From an optimization exercise on the open Yosys and OpenROAD flow, aimed at small area and a short achievable clock period; shortcuts taken in it are not production practice.
The clock port is modelled as an ideal driver; clocking choices that lean on that would not hold on a real chip.

amber:
## fir_32nd
module fir_32nd (
    input clk,
    input reset,
    input signed [15:0] data_in,
    output reg signed [15:0] filtered_output
);
==> flow/config.mk <==
export PLATFORM = sky130hd
export DESIGN_NAME = fir_32nd
export DESIGN_NICKNAME = fir_32nd
export VERILOG_FILES = /design/flow/design.v
export SDC_FILE = /design/flow/constraint.sdc
export NUM_CORES = 4
export LEC_CHECK = 0
export CAP_MARGIN = 20
export CORE_MARGIN = 2
export CORE_UTILIZATION = 60
export CTS_CLUSTER_DIAMETER = 120
export CTS_CLUSTER_SIZE = 16
export SLEW_MARGIN = 20
export SYNTH_HIERARCHICAL = 1
export TNS_END_PERCENT = 5
==> flow/constraint.sdc <==
create_clock -name core_clock -period 15.0 [get_ports {clk}]
set_input_delay 3.0000 -clock core_clock [delete_from_list [all_inputs] [get_ports {clk}]]
set_output_delay 3.0000 -clock core_clock [all_outputs]
set_load 0.01 [all_outputs]
standard.sh (not shown) runs the stock make flow with config.mk's settings and CLKGATE_MAP_FILE= SYNTH_SCRIPT=/design/flow/synth_recipe.tcl, a recipe that flattens the netlist after the stock synthesis.
==> flow/flow/run.sh <==
#!/bin/bash
# Own flow: the standard synthesis, then the standard ORFS steps with
# buf_4 port buffers, no delay cells in buffering, the reset net rebuilt
# as a balanced buffer tree after placement (flow/reset_tree.tcl), and a
# larger setup margin so timing repair works on the paths that set the
# achieved period.
set -e
H=$PWD/flow/hook.tcl
bash standard.sh synth > synth.log 2>&1
bash standard.sh SETUP_SLACK_MARGIN=11 BUFFER_PORTS_ARGS="-buffer_cell sky130_fd_sc_hd__buf_4" \
  PRE_GLOBAL_PLACE_TCL=$H PRE_RESIZE_TCL=$H POST_RESIZE_TCL=$PWD/flow/reset_tree.tcl PRE_CTS_TCL=$H PRE_GLOBAL_ROUTE_TCL=$H finish > layout.log 2>&1
==> flow/flow/reset_tree.tcl <==
# Rebuild the asynchronous reset net as a balanced two-level buffer tree.
# The reset port's buffer drives the inverter that makes the active-low
# RESET_B/SET_B signal; every buffer below that inverter is removed and
# the flip-flops are re-clustered by recursive bisection of their
# locations: leaf buffers drive up to LEAF pins, mid buffers drive up to
# MID leaf buffers, and the inverter drives the mid buffers.
# (This file is sourced from inside a proc: keep state in ::rt.)
namespace eval rt {}
set ::rt::LEAF 20
set ::rt::MID 8
set ::rt::block [ord::get_db_block]
set ::rt::db [ord::get_db]

proc is_async_pin {it} {
  set n [[$it getMTerm] getName]
  return [expr {$n eq "RESET_B" || $n eq "SET_B"}]
}
proc is_buf {inst} {
  set m [[$inst getMaster] getName]
  return [expr {[string match "sky130_fd_sc_hd__buf_*" $m] || [string match "sky130_fd_sc_hd__clkbuf_*" $m]}]
}
proc out_iterm {inst} {
  foreach it [$inst getITerms] {
    if {[$it isOutputSignal]} { return $it }
  }
  return ""
}

# root: the net driven by the inverter fed from the reset port's buffer
set rport [$::rt::block findBTerm reset]
set pnet [$rport getNet]
set root ""
set inv ""
foreach it [$pnet getITerms] {
  set b [$it getInst]
  set bo [out_iterm $b]
  if {$bo eq ""} continue
  foreach it2 [[$bo getNet] getITerms] {
    if {[$it2 isInputSignal]} {
      set m [[[$it2 getInst] getMaster] getName]
      if {[string match "*inv*" $m]} { set inv [$it2 getInst]; set root [[out_iterm $inv] getNet] }
    }
  }
}
if {$root eq ""} { puts "reset_tree: root not found"; return }

# collect sinks and the buffers between the root and the sinks
set ::rt::sinks {}
set ::rt::bufs {}
set ::rt::nets {}
proc ::rt::walk {net} {
  foreach it [$net getITerms] {
    if {![$it isInputSignal]} continue
    set inst [$it getInst]
    if {[is_async_pin $it]} {
      lappend ::rt::sinks $it
    } elseif {[is_buf $inst]} {
      lappend ::rt::bufs $inst
      set o [[out_iterm $inst] getNet]
      lappend ::rt::nets $o
      ::rt::walk $o
    } else {
      puts "reset_tree: unexpected load [$inst getName]/[[$it getMTerm] getName]"
    }
  }
}
::rt::walk $root
set sinks $::rt::sinks
puts "reset_tree: [llength $sinks] sinks, removing [llength $::rt::bufs] buffers"
if {[llength $sinks] == 0} { return }
foreach it $sinks { $it disconnect }
foreach b $::rt::bufs { odb::dbInst_destroy $b }
foreach n $::rt::nets { odb::dbNet_destroy $n }

proc loc {it} {
  set bb [[$it getInst] getBBox]
  return [list [expr {([$bb xMin] + [$bb xMax]) / 2}] [expr {([$bb yMin] + [$bb yMax]) / 2}]]
}
# recursive bisection of {x y payload} items into groups of at most n
proc bisect {items n} {
  if {[llength $items] <= $n} { return [list $items] }
  set xs [lsort -integer [lmap i $items {lindex $i 0}]]
  set ys [lsort -integer [lmap i $items {lindex $i 1}]]
  set k [expr {([lindex $xs end] - [lindex $xs 0]) >= ([lindex $ys end] - [lindex $ys 0]) ? 0 : 1}]
  set s [lsort -integer -index $k $items]
  set h [expr {[llength $s] / 2}]
  return [concat [bisect [lrange $s 0 [expr {$h - 1}]] $n] [bisect [lrange $s $h end] $n]]
}
proc centroid {grp} {
  set sx 0; set sy 0
  foreach i $grp { incr sx [lindex $i 0]; incr sy [lindex $i 1] }
  set c [llength $grp]
  return [list [expr {$sx / $c}] [expr {$sy / $c}]]
}
set ::rt::cnt 0
proc add_buf {master xy innet} {
  set name "rsttree_$::rt::cnt"
  incr ::rt::cnt
  set inst [odb::dbInst_create $::rt::block [$::rt::db findMaster $master] $name]
  $inst setLocation [lindex $xy 0] [lindex $xy 1]
  $inst setPlacementStatus PLACED
  set net [odb::dbNet_create $::rt::block "${name}_o"]
  [$inst findITerm A] connect $innet
  [$inst findITerm X] connect $net
  return [list $inst $net]
}

set items [lmap it $sinks {concat [loc $it] [list $it]}]
set leaves {}
foreach grp [bisect $items $::rt::LEAF] {
  set xy [centroid $grp]
  lassign [add_buf sky130_fd_sc_hd__buf_4 $xy $root] inst net
  foreach i $grp { [lindex $i 2] connect $net }
  lappend leaves [concat $xy [list $inst]]
}
foreach grp [bisect $leaves $::rt::MID] {
  set xy [centroid $grp]
  lassign [add_buf sky130_fd_sc_hd__buf_8 $xy $root] inst net
  foreach i $grp {
    set a [[lindex $i 2] findITerm A]
    $a disconnect
    $a connect $net
  }
}
$inv swapMaster [$::rt::db findMaster sky130_fd_sc_hd__inv_8]
puts "reset_tree: built [llength $leaves] leaf buffers, $::rt::cnt buffers in all"
Other scripts of this flow, unchanged in this note and not shown: flow/flow/hook.tcl
#### Input delta (willow over amber)
Settings: CTS_CLUSTER_SIZE changed from 16 to 40.
diff --git a/flow/flow/reset_tree.tcl b/flow/flow/reset_tree.tcl
--- a/flow/flow/reset_tree.tcl
+++ b/flow/flow/reset_tree.tcl
@@ -5,10 +5,8 @@
 # locations: leaf buffers drive up to LEAF pins, mid buffers drive up to
 # MID leaf buffers, and the inverter drives the mid buffers.
-# (This file is sourced from inside a proc: keep state in ::rt.)
-namespace eval rt {}
-set ::rt::LEAF 20
-set ::rt::MID 8
-set ::rt::block [ord::get_db_block]
-set ::rt::db [ord::get_db]
+set LEAF 20
+set MID 8
+set block [ord::get_db_block]
+set db [ord::get_db]
 
 proc is_async_pin {it} {
@@ -28,5 +26,5 @@
 
 # root: the net driven by the inverter fed from the reset port's buffer
-set rport [$::rt::block findBTerm reset]
+set rport [$block findBTerm reset]
 set pnet [$rport getNet]
 set root ""
@@ -46,18 +44,19 @@
 
 # collect sinks and the buffers between the root and the sinks
-set ::rt::sinks {}
-set ::rt::bufs {}
-set ::rt::nets {}
-proc ::rt::walk {net} {
+set sinks {}
+set bufs {}
+set nets {}
+proc walk {net} {
+  global sinks bufs nets
   foreach it [$net getITerms] {
     if {![$it isInputSignal]} continue
     set inst [$it getInst]
     if {[is_async_pin $it]} {
-      lappend ::rt::sinks $it
+      lappend sinks $it
     } elseif {[is_buf $inst]} {
-      lappend ::rt::bufs $inst
+      lappend bufs $inst
       set o [[out_iterm $inst] getNet]
-      lappend ::rt::nets $o
-      ::rt::walk $o
+      lappend nets $o
+      walk $o
     } else {
       puts "reset_tree: unexpected load [$inst getName]/[[$it getMTerm] getName]"
@@ -65,11 +64,9 @@
   }
 }
-::rt::walk $root
-set sinks $::rt::sinks
-puts "reset_tree: [llength $sinks] sinks, removing [llength $::rt::bufs] buffers"
-if {[llength $sinks] == 0} { return }
+walk $root
+puts "reset_tree: [llength $sinks] sinks, removing [llength $bufs] buffers"
 foreach it $sinks { $it disconnect }
-foreach b $::rt::bufs { odb::dbInst_destroy $b }
-foreach n $::rt::nets { odb::dbNet_destroy $n }
+foreach b $bufs { odb::dbInst_destroy $b }
+foreach n $nets { odb::dbNet_destroy $n }
 
 proc loc {it} {
@@ -93,12 +90,13 @@
   return [list [expr {$sx / $c}] [expr {$sy / $c}]]
 }
-set ::rt::cnt 0
+set cnt 0
 proc add_buf {master xy innet} {
-  set name "rsttree_$::rt::cnt"
-  incr ::rt::cnt
-  set inst [odb::dbInst_create $::rt::block [$::rt::db findMaster $master] $name]
+  global block db cnt
+  set name "rsttree_$cnt"
+  incr cnt
+  set inst [odb::dbInst_create $block [$db findMaster $master] $name]
   $inst setLocation [lindex $xy 0] [lindex $xy 1]
   $inst setPlacementStatus PLACED
-  set net [odb::dbNet_create $::rt::block "${name}_o"]
+  set net [odb::dbNet_create $block "${name}_o"]
   [$inst findITerm A] connect $innet
   [$inst findITerm X] connect $net
@@ -108,5 +106,5 @@
 set items [lmap it $sinks {concat [loc $it] [list $it]}]
 set leaves {}
-foreach grp [bisect $items $::rt::LEAF] {
+foreach grp [bisect $items $LEAF] {
   set xy [centroid $grp]
   lassign [add_buf sky130_fd_sc_hd__buf_4 $xy $root] inst net
@@ -114,5 +112,5 @@
   lappend leaves [concat $xy [list $inst]]
 }
-foreach grp [bisect $leaves $::rt::MID] {
+foreach grp [bisect $leaves $MID] {
   set xy [centroid $grp]
   lassign [add_buf sky130_fd_sc_hd__buf_8 $xy $root] inst net
@@ -123,4 +121,4 @@
   }
 }
-$inv swapMaster [$::rt::db findMaster sky130_fd_sc_hd__inv_8]
-puts "reset_tree: built [llength $leaves] leaf buffers, $::rt::cnt buffers in all"
+$inv swapMaster [$db findMaster sky130_fd_sc_hd__inv_8]
+puts "reset_tree: built [llength $leaves] leaf buffers, $cnt buffers in all"
## What came out
willow: aborted in placement repair (tool error)
Taking amber as the reference, in willow fraction of registers with async set/reset roughly the same; net count of the mapped netlist saw little to no change; count of flip-flops with a built-in enable after synthesis ~0 delta; number of synthesized register bits level; synthesized cell count now sits at about the same level.
As far as number of ports placed on the die boundary goes, amber and willow are indistinguishable; the numbers are identical.
amber -> willow: synthesized area delta 0, exact match
~same initial cell density of the core in willow and amber
Between amber and willow, the number of distinct standard cells referenced by the synthesized netlist does not differ in any meaningful way.
Total number of placement rows came out exactly the same in willow and amber.
Mux contribution to synthesized area: amber vs willow, no meaningful difference
No run of this note included a check of the RTL's function; only the layout flow was run.

-- afterwards: timing with drivers on the ports --
In the flow no input, the clock included, has a driving cell. The finished layout below was timed again as built, in two steps.
Step 1 (the two cells are an assumption about what drives the block):
set clk [get_ports {clk}]
set_driving_cell -lib_cell sky130_fd_sc_hd__clkbuf_16 $clk
set_driving_cell -lib_cell sky130_fd_sc_hd__buf_2 [delete_from_list [all_inputs] $clk]
Step 2 moves the port delays by t, midway between the first and last clock arrival at a register: inputs arrive t later, outputs are due t later. That takes back most of the time a late clock gives input paths.
Three values: ideal, step 1, step 2; two values: the first two.
run: amber
shift t [ns]: 0.704
slack for setup (ns): 10.855 / 10.787 / 10.969
hold WS [ns]: 0.337 / 0.337 / 0.337
clock arrival spread, ns: 0.038 / 0.039
After both steps amber still meets setup and hold. For amber, drivers alone change the setup slack by -0.068 ns; drivers and shift together by +0.114 ns.
